Context: an optimization exercise on an open-source flow, tuned for small area. The choices shown serve that exercise and are no tape-out recipe.
Where RTL was checked, it was by simulation tests only, not by an equivalence proof against the original.
Power and IR drop assume default switching activity.

== the baseline ==
==> module VGA_Display, before the edit <==
module VGA_Display(
input rst,
input clk,
input clk_40ns,
input [4:0] lo,
output hsync,
output vsync,
output reg display,
output [9:0] hcount,
output reg [9:0] vcount
    );
reg [6:0] hhi;
wire [2:0] hlo = lo[4:2] + {2'b00, lo[1]};
assign hcount = {hhi, hlo};
assign hsync = (hcount >= 10'd96);
assign vsync = (vcount >= 10'd2);
always@(posedge clk or posedge rst)
	if(rst) begin
		hhi <= 0;
		vcount <= 0;
		display <= 0;
	end else if(clk_40ns) begin
		if(hcount == 10'd799) begin
			hhi <= 0;
			vcount <= (vcount == 10'd520) ? 10'd0 : vcount + 10'd1;
		end else if(hlo == 3'd7)
			hhi <= hhi + 7'd1;
		display <= (hcount >= 10'd144) && (hcount <= 10'd783) && (vcount >= 10'd31) && (vcount <= 10'd510);
	end
endmodule
==> module top, before the edit <==
module top(
input clk,
input rst,
input [15:0] MemDB,
input [4:0] clt,
output [2:0] red,
output [2:0] green,
output [1:0] blue,
output hsync,
output vsync,
output [25:0] MemAdr,
output we_L,
output oe_L,
output ce_L,
output lb_L,
output ub_L,
output RamADV_L,
output RamCLK,
output RamCRE,
output FlashCS,
output [3:0] sel,
output [7:0] data
    );
assign we_L = 1;
assign oe_L = 0;
assign ce_L = 0;
assign lb_L = 0;
assign ub_L = 0;
assign RamADV_L = 0;
assign RamCLK = 0;
assign RamCRE = 0;
assign FlashCS = 1;
wire [5:0] random;
wire scan_end, clk_40ns, clk_80ns, clk_c7;
clk_div u_clk_div(.clk(clk), .rst(rst), .random(random), .scan_end(scan_end),
	.clk_40ns(clk_40ns), .clk_80ns(clk_80ns), .clk_c7(clk_c7));
wire w_state, s_state, Ua_state, Da_state, Pause;
Glitch_Reduce u_Glitch_Reduce(.clk(clk), .rst(rst), .clt(clt), .w_state(w_state),
	.s_state(s_state), .Ua_state(Ua_state), .Da_state(Da_state), .Pause(Pause));
wire [1:0] Winner;
wire start;
wire [3:0] state;
Main_FSM u_Main_FSM(.clk(clk), .rst(rst), .w_state(w_state), .s_state(s_state),
	.Ua_state(Ua_state), .Da_state(Da_state), .Pause(Pause), .Winner(Winner),
	.start(start), .state(state));
wire tick;
rom_ctl u_rom_ctl(.clk(clk), .rst(rst), .start(start), .state(state), .tick(tick));
wire [9:0] bar_a_y, bar_b_y;
bar_ctl u_bar_ctl(.clk(clk), .w_state(w_state), .s_state(s_state),
	.Ua_state(Ua_state), .Da_state(Da_state), .ESC_state(Pause), .start(start),
	.tick(tick), .bar_a_y(bar_a_y), .bar_b_y(bar_b_y));
wire [9:0] ball_x, ball_y;
wire [1:0] win;
ball_fsm u_ball_fsm(.clk(clk), .rst(rst), .start(start), .tick(tick), .random(random),
	.bar_a_y(bar_a_y), .bar_b_y(bar_b_y), .ball_x(ball_x), .ball_y(ball_y), .win(win));
score u_score(.clk(clk), .rst(rst), .win(win), .start(start), .scan_end(scan_end),
	.sel(sel), .data(data), .Winner(Winner));
wire display;
wire [9:0] hcount, vcount;
VGA_Display u_VGA_Display(.rst(rst), .clk(clk), .clk_40ns(clk_40ns), .lo(random[4:0]), .hsync(hsync),
	.vsync(vsync), .display(display), .hcount(hcount), .vcount(vcount));
ram_ctl u_ram_ctl(.clk(clk), .rst(rst), .clk_40ns(clk_40ns), .clk_80ns(clk_80ns),
	.clk_c7(clk_c7), .display(display), .MemDB(MemDB), .hcount(hcount), .vcount(vcount),
	.ball_x(ball_x), .ball_y(ball_y), .bar_a_y(bar_a_y), .bar_b_y(bar_b_y), .state(state),
	.red(red), .green(green), .blue(blue), .MemAdr(MemAdr));
endmodule
clock: 10.0 ns
lec_check: 0
cap_margin: 20
core_margin: 2
core_utilization: 40
slew_margin: 20
synth_memory_max_bits: 20000
standard.sh (not shown) runs the stock make flow with config.mk's settings and CLKGATE_MAP_FILE= SYNTH_SCRIPT=/design/flow/synth_recipe.tcl, a recipe that flattens the netlist after the stock synthesis.
==> flow/flow/run.sh <==
#!/bin/bash
# The standard layout (standard.sh, unchanged synthesis and steps), with
# two changes: the port buffers that global placement inserts are the
# smallest buffer cell, sky130_fd_sc_hd__buf_1, instead of the one
# buffer_ports picks by default (every port still gets its buffer), and
# clock tree synthesis uses clkbuf_8 clusters without dummy loads.
set -euo pipefail
export BUFFER_PORTS_ARGS="-buffer_cell sky130_fd_sc_hd__buf_1"
export CTS_ARGS="-sink_clustering_enable -repair_clock_nets -buf_list sky130_fd_sc_hd__clkbuf_8 -sink_clustering_size 15 -sink_clustering_max_diameter 60 -dont_use_dummy_load"
bash standard.sh > standard.log 2>&1
The baseline finished all stages; the layout is clean.
Relative to the baseline, the following input files were edited for the candidate:
diff --git a/flow/design.v b/flow/design.v
--- a/flow/design.v
+++ b/flow/design.v
@@ -34,31 +34,27 @@
 module VGA_Display(
 input rst,
 input clk,
 input clk_40ns,
-input [4:0] lo,
 output hsync,
 output vsync,
 output reg display,
-output [9:0] hcount,
+output reg [9:0] hcount,
 output reg [9:0] vcount
     );
-reg [6:0] hhi;
-wire [2:0] hlo = lo[4:2] + {2'b00, lo[1]};
-assign hcount = {hhi, hlo};
 assign hsync = (hcount >= 10'd96);
 assign vsync = (vcount >= 10'd2);
 always@(posedge clk or posedge rst)
 	if(rst) begin
-		hhi <= 0;
+		hcount <= 0;
 		vcount <= 0;
 		display <= 0;
 	end else if(clk_40ns) begin
 		if(hcount == 10'd799) begin
-			hhi <= 0;
+			hcount <= 0;
 			vcount <= (vcount == 10'd520) ? 10'd0 : vcount + 10'd1;
-		end else if(hlo == 3'd7)
-			hhi <= hhi + 7'd1;
+		end else
+			hcount <= hcount + 10'd1;
 		display <= (hcount >= 10'd144) && (hcount <= 10'd783) && (vcount >= 10'd31) && (vcount <= 10'd510);
 	end
 endmodule
 module spr_ball(row, col, hi, pix, transp);
@@ -1813,9 +1809,9 @@
 score u_score(.clk(clk), .rst(rst), .win(win), .start(start), .scan_end(scan_end),
 	.sel(sel), .data(data), .Winner(Winner));
 wire display;
 wire [9:0] hcount, vcount;
-VGA_Display u_VGA_Display(.rst(rst), .clk(clk), .clk_40ns(clk_40ns), .lo(random[4:0]), .hsync(hsync),
+VGA_Display u_VGA_Display(.rst(rst), .clk(clk), .clk_40ns(clk_40ns), .hsync(hsync),
 	.vsync(vsync), .display(display), .hcount(hcount), .vcount(vcount));
 ram_ctl u_ram_ctl(.clk(clk), .rst(rst), .clk_40ns(clk_40ns), .clk_80ns(clk_80ns),
 	.clk_c7(clk_c7), .display(display), .MemDB(MemDB), .hcount(hcount), .vcount(vcount),
 	.ball_x(ball_x), .ball_y(ball_y), .bar_a_y(bar_a_y), .bar_b_y(bar_b_y), .state(state),
==> comparison <==
[compare] base=the baseline new=the candidate: first-iteration DRC count went down; signal arrival time at the worst endpoint dropped 0.08 ns; layout overhead on the synthesized area picked up an extra 0.24 points; minimum clock period saw a decrease. Compared with the baseline, in the candidate sequential power has remained practically unchanged, cell area went down 310 sq um, routability congestion estimate went down by about 2.2%, smallest setup slack after layout has increased. The candidate against the baseline: area used by sequential logic in the layout climbed 1.0%, fmax went up by 0.99 MHz, number of hold violations in the final report now sits at about the same level.
For the baseline, only the layout was checked, not whether the RTL still works.

-- what the ideal ports hide --
In the flow no input, the clock included, has a driving cell. The finished layouts below were timed again as built, in two steps.
Step 1, drivers: a clkbuf_16 drives clk and a buf_2 each remaining input, both assumed.
Step 2 also shifts input and output timing later by t, the mid clock arrival at the registers, as if the neighbouring blocks saw the same clock.
a / b / c = no drivers / after step 1 / after step 2; a / b = the first two.
run | t (ns) | setup WS [ns] | slew at the worst register clock pin (ns) | worst slew at a driven data input, ns | cell pins on the clock port's net
the baseline | 0.648 | 0.402 / 0.402 / 0.402 | 0.10 / 0.10 | 0.04 | 1
the candidate | 0.647 | 0.492 / 0.492 / 0.492 | 0.10 / 0.10 | 0.04 | 1
After both steps setup and hold are still met in every run listed.
